From an optimization exercise on the open Yosys and OpenROAD flow, aimed at small area; shortcuts taken in it are not production practice.
The RTL was checked by simulation tests, not by an equivalence proof against the original design.
No driver is modelled on the clock port, so clock power and skew are understated where the tree is cut down; a real chip needs a root buffer or a tree.
Power is estimated from default activity; no workload was simulated.

==> cedar: inputs <==
## lock
module lock(
    input wire clk,set1,rst,sure,check,
    input  wire [3:0] row,
    output wire  [3:0] col,
    output wire[7:0] led_en,
    output wire[6:0] led,
    output wire led0,led1,led2,led3
    );
==> module keyboard, before the edit <==
module keyboard(
    input  wire       clk,
    input  wire       reset,
    input  wire [3:0] row,
    output wire [3:0] col,
    output wire [2:0] dpos,
    output wire       kb_en,     
    output wire [1:0] kb_cls     
);
reg [7:0] c200;
reg [2:0] dp;
reg [1:0] cpos;
reg       f4;
reg       ninit;
reg [15:0] key;      
reg       first;     
reg ev1, ev2;        
reg dg1, dg2;
wire disp_end = c200[1] & ~c200[2] & ~c200[4] & ~c200[5] & ~c200[6] & ~c200[7];
wire kb_end   = disp_end & f4;
wire [1:0] r  = dp[1:0] - cpos;           
wire [3:0] p  = ~row & (key[3:0] | {4{first}});
always @(posedge clk, posedge reset) begin
    if (reset) begin
        c200 <= 8'b00000110;
        dp <= 0; cpos <= 0; f4 <= 0; ninit <= 0;
        first <= 1'b1;
    end else begin
        ninit <= 1'b1;
        c200 <= {c200[6:0], c200[7] ^ c200[5] ^ (c200[3] & ~c200[4])};
        if (disp_end) begin
            dp <= dp + 3'd1;
            f4 <= ~f4 & (r == 2'd3);
        end
        if (kb_end) cpos <= cpos + 2'd1;
        if (kb_end & cpos[1] & cpos[0]) first <= 1'b0;
    end
end
always @(posedge clk) begin
    ev1 <= kb_end & (|p);
    ev2 <= ev1;
    if (kb_end) key <= {row, key[15:4]};
    dg1 <= p[3] & ~p[2] & ~p[1] & ~p[0] & (cpos != 2'd0);
    dg2 <= dg1;
end
assign col    = ninit ? ~(4'b0001 << cpos) : 4'b1111;
assign dpos   = dp;
assign kb_en  = ev2;
assign kb_cls = {dg2 & cpos[1], dg2 & ~cpos[0]};
endmodule
==> module state_machine, before the edit <==
module state_machine(
    input wire clk,set,rst,sure,check,
    input wire [1:0] kb_cls,
    input wire kb_en,
    input wire [2:0] dpos,
    output reg [6:0] led,
    output wire led0,led1,led2,led3
    );
localparam W=2'b00, E=2'b01, ADV=2'b11, RET=2'b10;
localparam IDLE1=3'b000, a0=3'b010, a1=3'b011, a2=3'b001, a3=3'b100, a4=3'b110;
localparam N0=2'b10, N1=2'b01, N2=2'b00, N3=2'b11;
reg [1:0] ph;
reg [2:0] lv;    
assign led0 = lv[0] | lv[2];
assign led1 = lv[1];
assign led2 = lv[2];
assign led3 = lv[2] & ~lv[0];
reg [2:0] st1, nst1;
reg [5:0] temp;
reg [5:0] mi;
reg [1:0] n, nn;
wire l0 = ~led0;
wire is_e    = (ph == E);
wire is_idle = (ph == RET) | ((ph == W) & l0);
wire is_s7   = ((ph == W) & led3) | ((ph == ADV) & led2);
wire cmp_off = l0 & ((ph == E) | (ph == ADV));
wire wr0 = kb_en & (n == N0);
wire wr1 = kb_en & (n == N1);
wire wr2 = kb_en & (n == N2);
always @(*) begin
    case (n)
    N0: nn = N1;
    N1: nn = N2;
    N2: nn = N3;
    default: nn = N0;
    endcase
end
always @(posedge clk) begin
    if (~is_e) n <= N0;
    else if (kb_en) n <= nn;
end
always @(posedge clk) begin
    if (is_e) begin
        if (wr0) temp[5:4] <= kb_cls;
        if (wr1) temp[3:2] <= kb_cls;
        if (wr2) temp[1:0] <= kb_cls;
    end else temp <= 6'd0;
end
always @(posedge clk) begin
    if ((ph == ADV) & l0) mi <= temp;
end
reg [1:0] ts, ms;
always @(*) begin
    case (st1)
    a0: begin ts = temp[5:4]; ms = mi[5:4]; end
    a1: begin ts = temp[3:2]; ms = mi[3:2]; end
    a2: begin ts = temp[1:0]; ms = mi[1:0]; end
    default: begin ts = 2'b00; ms = 2'b00; end
    endcase
end
wire go = (|ts) & ~cmp_off;
wire eq = (ts == ms);
always @(*) begin
    case (st1)
    IDLE1: nst1 = check ? a0 : IDLE1;
    a0: nst1 = ~go ? a0 : eq ? a1 : a4;
    a1: nst1 = ~go ? a1 : eq ? a2 : a4;
    a2: nst1 = ~go ? a2 : eq ? a3 : a4;
    a3: nst1 = sure ? IDLE1 : a3;
    a4: nst1 = sure ? IDLE1 : a4;
    default: nst1 = IDLE1;
    endcase
end
always @(posedge clk or posedge rst) begin
    if (rst) begin
        ph <= W; st1 <= IDLE1; lv <= 3'b000;
    end else begin
        st1 <= nst1;
        case (ph)
        W:   if (l0 ? set : (check & ~led3)) ph <= E;
        E:   if (sure) ph <= (led0 & (st1 == a3)) ? RET : ADV;
        ADV: ph <= (check & ~led2) ? E : W;
        RET: ph <= set ? E : W;
        endcase
        if (ph == ADV) lv <= {lv[1], lv[0], ~lv[2]};
        if (ph == RET) lv <= 3'b000;
    end
end
reg [1:0] dig;
always @(*) begin
    case ({is_e, dpos})
    4'b1101: dig = temp[1:0];
    4'b1110: dig = temp[3:2];
    4'b1111: dig = temp[5:4];
    default: dig = 2'b00;
    endcase
    if (is_idle) led = 7'b0000001;
    else if (is_s7) led = 7'b0111000;
    else case (dig)
        2'b01: led = 7'b1001111;
        2'b10: led = 7'b0010010;
        2'b11: led = 7'b0000110;
        default: led = 7'b1111111;
        endcase
end
endmodule
Settings: LEC_CHECK=0, CAP_MARGIN=20, CORE_MARGIN=2, CORE_UTILIZATION=65, CTS_BUF_LIST=sky130_fd_sc_hd__clkbuf_4, SLEW_MARGIN=20; clock period 10.0 ns.
standard.sh (not shown) runs the stock make flow with config.mk's settings and CLKGATE_MAP_FILE= SYNTH_SCRIPT=/design/flow/synth_recipe.tcl, a recipe that flattens the netlist after the stock synthesis.
==> flow/flow/run.sh <==
#!/bin/bash
# Own layout flow: the standard ORFS flow with these changes:
#  - synthesis maps the combinational logic with several area-oriented ABC
#    scripts (flow/abc_*.script) and keeps the smallest result, and leaves
#    half/full adders to ABC (no adder cell extraction); registers are
#    untouched;
#  - inv_1 and clkinv_1 are not used (inv_2 has the same area and twice the
#    drive), nor the largest buffers;
#  - ports are buffered with buf_1;
#  - the clock tree is one level of MY_CTS_K clock buffers built by
#    flow/cts_hook.tcl in place of ORFS's H-tree.
# Each step's full output goes to ORFS's own logs under orfs/logs; make's
# output goes to make.log here.
set -euo pipefail
here=$(pwd)
export MY_ABC_SCRIPTS="$(ls "$here"/flow/abc_*.script | tr '\n' ' ')"
export MY_CTS_K=${MY_CTS_K:-2}
export MY_CTS_BUF=${MY_CTS_BUF:-sky130_fd_sc_hd__clkbuf_16}
platform_dont_use="sky130_fd_sc_hd__probe_p_8 sky130_fd_sc_hd__probec_p_8 sky130_fd_sc_hd__lpflow_bleeder_1 sky130_fd_sc_hd__lpflow_clkbufkapwr_1 sky130_fd_sc_hd__lpflow_clkbufkapwr_16 sky130_fd_sc_hd__lpflow_clkbufkapwr_2 sky130_fd_sc_hd__lpflow_clkbufkapwr_4 sky130_fd_sc_hd__lpflow_clkbufkapwr_8 sky130_fd_sc_hd__lpflow_clkinvkapwr_1 sky130_fd_sc_hd__lpflow_clkinvkapwr_16 sky130_fd_sc_hd__lpflow_clkinvkapwr_2 sky130_fd_sc_hd__lpflow_clkinvkapwr_4 sky130_fd_sc_hd__lpflow_clkinvkapwr_8 sky130_fd_sc_hd__lpflow_decapkapwr_12 sky130_fd_sc_hd__lpflow_decapkapwr_3 sky130_fd_sc_hd__lpflow_decapkapwr_4 sky130_fd_sc_hd__lpflow_decapkapwr_6 sky130_fd_sc_hd__lpflow_decapkapwr_8 sky130_fd_sc_hd__lpflow_inputiso0n_1 sky130_fd_sc_hd__lpflow_inputiso0p_1 sky130_fd_sc_hd__lpflow_inputiso1n_1 sky130_fd_sc_hd__lpflow_inputiso1p_1 sky130_fd_sc_hd__lpflow_inputisolatch_1 sky130_fd_sc_hd__lpflow_isobufsrc_1 sky130_fd_sc_hd__lpflow_isobufsrc_16 sky130_fd_sc_hd__lpflow_isobufsrc_2 sky130_fd_sc_hd__lpflow_isobufsrc_4 sky130_fd_sc_hd__lpflow_isobufsrc_8 sky130_fd_sc_hd__lpflow_isobufsrckapwr_16 sky130_fd_sc_hd__lpflow_lsbuf_lh_hl_isowell_tap_1 sky130_fd_sc_hd__lpflow_lsbuf_lh_hl_isowell_tap_2 sky130_fd_sc_hd__lpflow_lsbuf_lh_hl_isowell_tap_4 sky130_fd_sc_hd__lpflow_lsbuf_lh_isowell_4 sky130_fd_sc_hd__lpflow_lsbuf_lh_isowell_tap_1 sky130_fd_sc_hd__lpflow_lsbuf_lh_isowell_tap_2 sky130_fd_sc_hd__lpflow_lsbuf_lh_isowell_tap_4 "
extra_dont_use="sky130_fd_sc_hd__inv_1 sky130_fd_sc_hd__clkinv_1 sky130_fd_sc_hd__buf_12 sky130_fd_sc_hd__buf_16 sky130_fd_sc_hd__bufinv_16 sky130_fd_sc_hd__bufbuf_16"
bash standard.sh SYNTH_SCRIPT="$here/flow/synth.tcl" ADDER_MAP_FILE= \
  "DONT_USE_CELLS=$platform_dont_use $extra_dont_use" \
  "BUFFER_PORTS_ARGS=-buffer_cell sky130_fd_sc_hd__buf_1" \
  "PRE_CTS_TCL=$here/flow/cts_hook.tcl" \
  finish > "$here/make.log" 2>&1
==> flow/flow/abc_u3.script <==
strash
balance; rewrite; refactor; balance; rewrite; rewrite -z; balance; refactor -z; rewrite -z; balance
dc2
balance; rewrite; refactor; balance; rewrite; rewrite -z; balance; refactor -z; rewrite -z; balance
dch -f
amap
==> flow/flow/cts_hook.tcl <==
# Sourced by ORFS's cts.tcl before clock tree synthesis (PRE_CTS_TCL).
# Replaces the H-tree with a one-level tree made by hand: the clock port
# drives MY_CTS_K clock buffers (MY_CTS_BUF), each driving one cluster of the
# clock sinks (k-means on the sink locations) from its cluster's centroid.
# cts.tcl legalises the buffers with its detailed placement afterwards.
proc my_manual_cts {K cbuf} {
  set block [ord::get_db_block]
  set master [[ord::get_db] findMaster $cbuf]
  set net [$block findNet clk]
  set its {}; set xs {}; set ys {}
  foreach it [$net getITerms] {
    lassign [[$it getInst] getLocation] x y
    lappend its $it; lappend xs $x; lappend ys $y
  }
  set n [llength $its]
  set order [lsort -integer -indices $xs]
  set cx {}; set cy {}
  for {set k 0} {$k < $K} {incr k} {
    set j [lindex $order [expr {int(($k + 0.5) * $n / $K)}]]
    lappend cx [lindex $xs $j]; lappend cy [lindex $ys $j]
  }
  for {set iter 0} {$iter < 50} {incr iter} {
    set asg {}
    for {set i 0} {$i < $n} {incr i} {
      set best 0; set bd 1e30
      for {set k 0} {$k < $K} {incr k} {
        set d [expr {abs([lindex $xs $i]-[lindex $cx $k]) + abs([lindex $ys $i]-[lindex $cy $k])}]
        if {$d < $bd} {set bd $d; set best $k}
      }
      lappend asg $best
    }
    set ncx {}; set ncy {}
    for {set k 0} {$k < $K} {incr k} {
      set sx 0; set sy 0; set c 0
      for {set i 0} {$i < $n} {incr i} {
        if {[lindex $asg $i] == $k} { set sx [expr {$sx+[lindex $xs $i]}]; set sy [expr {$sy+[lindex $ys $i]}]; incr c }
      }
      if {$c > 0} { lappend ncx [expr {$sx/$c}]; lappend ncy [expr {$sy/$c}] } else { lappend ncx [lindex $cx $k]; lappend ncy [lindex $cy $k] }
    }
    set cx $ncx; set cy $ncy
  }
  for {set k 0} {$k < $K} {incr k} {
    set inst [odb::dbInst_create $block $master clkbuf_leaf_$k]
    set nn [odb::dbNet_create $block clknet_leaf_$k]
    $nn setSigType CLOCK
    foreach it [$inst getITerms] {
      set mn [[$it getMTerm] getName]
      if {$mn eq "A"} { $it connect $net }
      if {$mn eq "X"} { $it connect $nn }
    }
    set c 0
    for {set i 0} {$i < $n} {incr i} {
      if {[lindex $asg $i] == $k} { set it [lindex $its $i]; $it disconnect; $it connect $nn; incr c }
    }
    $inst setLocation [lindex $cx $k] [lindex $cy $k]
    $inst setPlacementStatus PLACED
    puts "my_manual_cts: clock buffer $k ($cbuf) drives $c sinks"
  }
}
rename clock_tree_synthesis orfs_clock_tree_synthesis
proc clock_tree_synthesis {args} {
  my_manual_cts $::env(MY_CTS_K) $::env(MY_CTS_BUF)
  set_propagated_clock [all_clocks]
}
Other scripts of this flow, unchanged in this note and not shown: flow/flow/abc_s1.script, flow/flow/abc_s10.script, flow/flow/abc_s9.script, flow/flow/abc_t2.script, flow/flow/abc_t3.script, flow/flow/abc_t7.script, flow/flow/abc_t8.script, flow/flow/synth.tcl
==> yarrow (differences from cedar) <==
--- a/flow/design.v
+++ b/flow/design.v
@@ -8,45 +8,43 @@
     output wire [1:0] kb_cls     
 );
 reg [7:0] c200;
+reg [2:0] m5;
 reg [2:0] dp;
-reg [1:0] cpos;
-reg       f4;
 reg       ninit;
 reg [15:0] key;      
 reg       first;     
-reg ev1, ev2;        
+reg ev1, ev2;
 reg dg1, dg2;
 wire disp_end = c200[1] & ~c200[2] & ~c200[4] & ~c200[5] & ~c200[6] & ~c200[7];
-wire kb_end   = disp_end & f4;
-wire [1:0] r  = dp[1:0] - cpos;           
+wire kb_end   = disp_end & m5[2];
 wire [3:0] p  = ~row & (key[3:0] | {4{first}});
 always @(posedge clk, posedge reset) begin
     if (reset) begin
         c200 <= 8'b00000110;
-        dp <= 0; cpos <= 0; f4 <= 0; ninit <= 0;
+        m5 <= 0; dp <= 0; ninit <= 0; ev2 <= 0;
         first <= 1'b1;
     end else begin
         ninit <= 1'b1;
         c200 <= {c200[6:0], c200[7] ^ c200[5] ^ (c200[3] & ~c200[4])};
         if (disp_end) begin
+            m5 <= {m5[1] & m5[0], m5[1] ^ m5[0], ~m5[0] & ~m5[2]};
             dp <= dp + 3'd1;
-            f4 <= ~f4 & (r == 2'd3);
         end
-        if (kb_end) cpos <= cpos + 2'd1;
-        if (kb_end & cpos[1] & cpos[0]) first <= 1'b0;
+        if (kb_end & dp[1] & dp[0]) first <= 1'b0;
+        ev2 <= ev1;
     end
 end
 always @(posedge clk) begin
     ev1 <= kb_end & (|p);
-    ev2 <= ev1;
     if (kb_end) key <= {row, key[15:4]};
-    dg1 <= p[3] & ~p[2] & ~p[1] & ~p[0] & (cpos != 2'd0);
+    dg1 <= p[3] & ~p[2] & ~p[1] & ~p[0] & (dp[1:0] != 2'd0);
     dg2 <= dg1;
 end
+wire [1:0] cpos = dp[1:0] - m5[1:0];
 assign col    = ninit ? ~(4'b0001 << cpos) : 4'b1111;
 assign dpos   = dp;
 assign kb_en  = ev2;
-assign kb_cls = {dg2 & cpos[1], dg2 & ~cpos[0]};
+assign kb_cls = {dg2 & dp[1], dg2 & ~dp[0]};   
 endmodule
 module state_machine(
     input wire clk,set,rst,sure,check,
@@ -85,9 +83,10 @@
     default: nn = N0;
     endcase
 end
-always @(posedge clk) begin
-    if (~is_e) n <= N0;
-    else if (kb_en) n <= nn;
+always @(posedge clk or posedge rst) begin
+    if (rst) n <= N0;
+    else if (sure) n <= N0;
+    else if (is_e & kb_en) n <= nn;
 end
 always @(posedge clk) begin
     if (is_e) begin
==> flow/flow/run.sh (replaced) <==
#!/bin/bash
# Own layout flow: the standard ORFS flow with these changes:
#  - synthesis maps the combinational logic with several area-oriented ABC
#    scripts (flow/abc_*.script) and keeps the smallest result, and leaves
#    half/full adders to ABC (no adder cell extraction); registers are
#    untouched;
#  - ports are buffered with buf_1;
#  - the clock tree is one level of MY_CTS_K clock buffers built by
#    flow/cts_hook.tcl in place of ORFS's H-tree.
# Each step's full output goes to ORFS's own logs under orfs/logs; make's
# output goes to make.log here.
set -euo pipefail
here=$(pwd)
export MY_ABC_SCRIPTS="$(ls "$here"/flow/abc_*.script | tr '\n' ' ')"
export MY_CTS_K=${MY_CTS_K:-2}
export MY_CTS_BUF=${MY_CTS_BUF:-sky130_fd_sc_hd__clkbuf_16}
bash standard.sh SYNTH_SCRIPT="$here/flow/synth.tcl" ADDER_MAP_FILE= \
  "BUFFER_PORTS_ARGS=-buffer_cell sky130_fd_sc_hd__buf_1" \
  "PRE_CTS_TCL=$here/flow/cts_hook.tcl" \
  finish > "$here/make.log" 2>&1
removed: flow/flow/abc_u3.script
==> juniper (differences from cedar) <==
--- a/flow/design.v
+++ b/flow/design.v
@@ -8,45 +8,43 @@
     output wire [1:0] kb_cls     
 );
 reg [7:0] c200;
+reg [2:0] m5;
 reg [2:0] dp;
-reg [1:0] cpos;
-reg       f4;
 reg       ninit;
 reg [15:0] key;      
 reg       first;     
-reg ev1, ev2;        
+reg ev1, ev2;
 reg dg1, dg2;
 wire disp_end = c200[1] & ~c200[2] & ~c200[4] & ~c200[5] & ~c200[6] & ~c200[7];
-wire kb_end   = disp_end & f4;
-wire [1:0] r  = dp[1:0] - cpos;           
+wire kb_end   = disp_end & m5[2];
 wire [3:0] p  = ~row & (key[3:0] | {4{first}});
 always @(posedge clk, posedge reset) begin
     if (reset) begin
         c200 <= 8'b00000110;
-        dp <= 0; cpos <= 0; f4 <= 0; ninit <= 0;
+        m5 <= 0; dp <= 0; ninit <= 0; ev2 <= 0;
         first <= 1'b1;
     end else begin
         ninit <= 1'b1;
         c200 <= {c200[6:0], c200[7] ^ c200[5] ^ (c200[3] & ~c200[4])};
         if (disp_end) begin
+            m5 <= {m5[1] & m5[0], m5[1] ^ m5[0], ~m5[0] & ~m5[2]};
             dp <= dp + 3'd1;
-            f4 <= ~f4 & (r == 2'd3);
         end
-        if (kb_end) cpos <= cpos + 2'd1;
-        if (kb_end & cpos[1] & cpos[0]) first <= 1'b0;
+        if (kb_end & dp[1] & dp[0]) first <= 1'b0;
+        ev2 <= ev1;
     end
 end
 always @(posedge clk) begin
     ev1 <= kb_end & (|p);
-    ev2 <= ev1;
     if (kb_end) key <= {row, key[15:4]};
-    dg1 <= p[3] & ~p[2] & ~p[1] & ~p[0] & (cpos != 2'd0);
+    dg1 <= p[3] & ~p[2] & ~p[1] & ~p[0] & (dp[1:0] != 2'd0);
     dg2 <= dg1;
 end
+wire [1:0] cpos = dp[1:0] - m5[1:0];
 assign col    = ninit ? ~(4'b0001 << cpos) : 4'b1111;
 assign dpos   = dp;
 assign kb_en  = ev2;
-assign kb_cls = {dg2 & cpos[1], dg2 & ~cpos[0]};
+assign kb_cls = {dg2 & dp[1], dg2 & ~dp[0]};   
 endmodule
 module state_machine(
     input wire clk,set,rst,sure,check,
@@ -85,9 +83,10 @@
     default: nn = N0;
     endcase
 end
-always @(posedge clk) begin
-    if (~is_e) n <= N0;
-    else if (kb_en) n <= nn;
+always @(posedge clk or posedge rst) begin
+    if (rst) n <= N0;
+    else if (sure) n <= N0;
+    else if (is_e & kb_en) n <= nn;
 end
 always @(posedge clk) begin
     if (is_e) begin
==> flow/flow/run.sh (replaced) <==
#!/bin/bash
# Own layout flow: the standard ORFS flow with these changes:
#  - synthesis maps the combinational logic with several area-oriented ABC
#    scripts (flow/abc_*.script) and keeps the smallest result, and leaves
#    half/full adders to ABC (no adder cell extraction); registers are
#    untouched;
#  - ports are buffered with buf_1;
#  - clock tree synthesis inserts no dummy load cells.
# Each step's full output goes to ORFS's own logs under orfs/logs; make's
# output goes to make.log here.
set -euo pipefail
here=$(pwd)
export MY_ABC_SCRIPTS="$(ls "$here"/flow/abc_*.script | tr '\n' ' ')"
bash standard.sh SYNTH_SCRIPT="$here/flow/synth.tcl" ADDER_MAP_FILE= \
  "BUFFER_PORTS_ARGS=-buffer_cell sky130_fd_sc_hd__buf_1" \
  "CTS_ARGS=-sink_clustering_enable -repair_clock_nets -dont_use_dummy_load -buf_list sky130_fd_sc_hd__clkbuf_4" \
  finish > "$here/make.log" 2>&1
removed: flow/flow/abc_u3.script
removed: flow/flow/cts_hook.tcl
==> key figures <==
Power and ir drop
  – Reg power frac: 58.9%
  – Clock network power: a little under 90 uW
  – P_seq: 271 uW
  – Leakage: about 0.94 nW
  – Sw Share: a little under 30%

Logic synthesis
  – Synthesized cell area: roughly 2300 sq um
  – Compound-Gate Fraction of Synth Area: ~14%
  – Top cell type's share of synthesized area: between 20 and 30%
  – Dominant cells by area after synthesis: edfxtp_1 (29%), dfrtp_1 (25%), dfxtp_1 (7.8%)

Cells and area
  – Area Growth Syn to Fin: 11.2%
  – Most frequent cells in the layout: nor2_1 (42), clkinv_1 (34), buf_1 (31)

Routing
  – WL met2: 2130 um
  – Pre-Repair DR Iteration Count: 4
  – Routed wl met3: roughly 240 um

Placed design
  – Final HPWL DP: 3210 um

Clocking
  – Worst-skew pair later-pin latency: around 160 ps

Status
  – Status: timing/DRC/antenna clean

STA
  – Crit path time final: 4200 ps
  – Worst Tran Pin Value: 571 ps
  – Period utilisation layout: a little over two fifths
the above is filed under yarrow

==> key figures <==
Flow run
  – Max cap viols: 0

STA
  – Worst Tran Pin Value: a little over 900 ps
  – Period utilisation layout: 44.2%
  – Crit path time final: around 4400 ps

Placed design
  – Final HPWL DP: 3210 um

Routing
  – DRT Wirelength: around 4500 um
  – WL met2: roughly 2100 um
  – Routed wl met3: around 300 um

Cells and area
  – Finished Layout Cells: around 300
  – Most frequent cells in the layout: nor2_1 (42), clkinv_1 (34), buf_1 (31)
  – Area Growth Syn to Fin: 10.8%

Clocking
  – Worst-skew pair later-pin latency: approximately 400 ps

Status
  – Status: timing/DRC/antenna clean

Logic synthesis
  – Compound-Gate Fraction of Synth Area: approximately 14%
  – Top cell type's share of synthesized area: between 20% and 30%

Worst setup path
  – Flop-to-flop setup slack: approximately 7500 ps
the above is filed under juniper

==> key figures <==
Clocking
  – Worst-skew pair later-pin latency: roughly 160 ps

Cells and area
  – Most frequent cells in the layout: nor2_1 (44), inv_2 (31), buf_1 (31)

Status
  – Status: timing/DRC/antenna clean

Power and ir drop
  – Leakage: 0.963 nW
  – Sw Share: ~29%

Routing
  – Pre-Repair DR Iteration Count: 4
  – WL met2: around 2300 um

Placed design
  – Final HPWL DP: ~3300 um

STA
  – Crit path time final: approximately 4100 ps
  – Worst Tran Pin Value: roughly 520 ps

Logic synthesis
  – Dominant cells by area after synthesis: edfxtp_1 (29%), dfrtp_1 (23%), dfxtp_1 (11%)
the above is filed under cedar

The clock cells of cedar and yarrow come from the design's own scripts or RTL, not from TritonCTS.

re-timing with driven ports:
In the flow no input, the clock included, has a driving cell. The finished layouts below were timed again as built, in two steps.
Step 1 assumes that a clkbuf_16 drives the clock port and a buf_2 every other input.
Step 2 adds t to the input delays and takes it off the output delays; t is the mean of the earliest and latest rising clock arrival at the registers after step 1. Input paths then give back, and output paths get back, about the clock's delay inside the block.
Slacks: ideal ports / drivers / drivers and shift; pairs: ideal ports / drivers.
| run | t, ns | slack for setup (ns) | worst setup path after step 2 | worst data-port slew with drivers (ns) |
|---|---|---|---|---|
| cedar | 0.202 | 5.937 / 5.893 / 6.095 | register to output | 0.04 |
| yarrow | 0.200 | 5.802 / 5.758 / 5.958 | register to output | 0.03 |
| juniper | 0.409 | 5.581 / 5.558 / 5.968 | register to output | 0.03 |
After both steps every run listed still meets setup and hold.
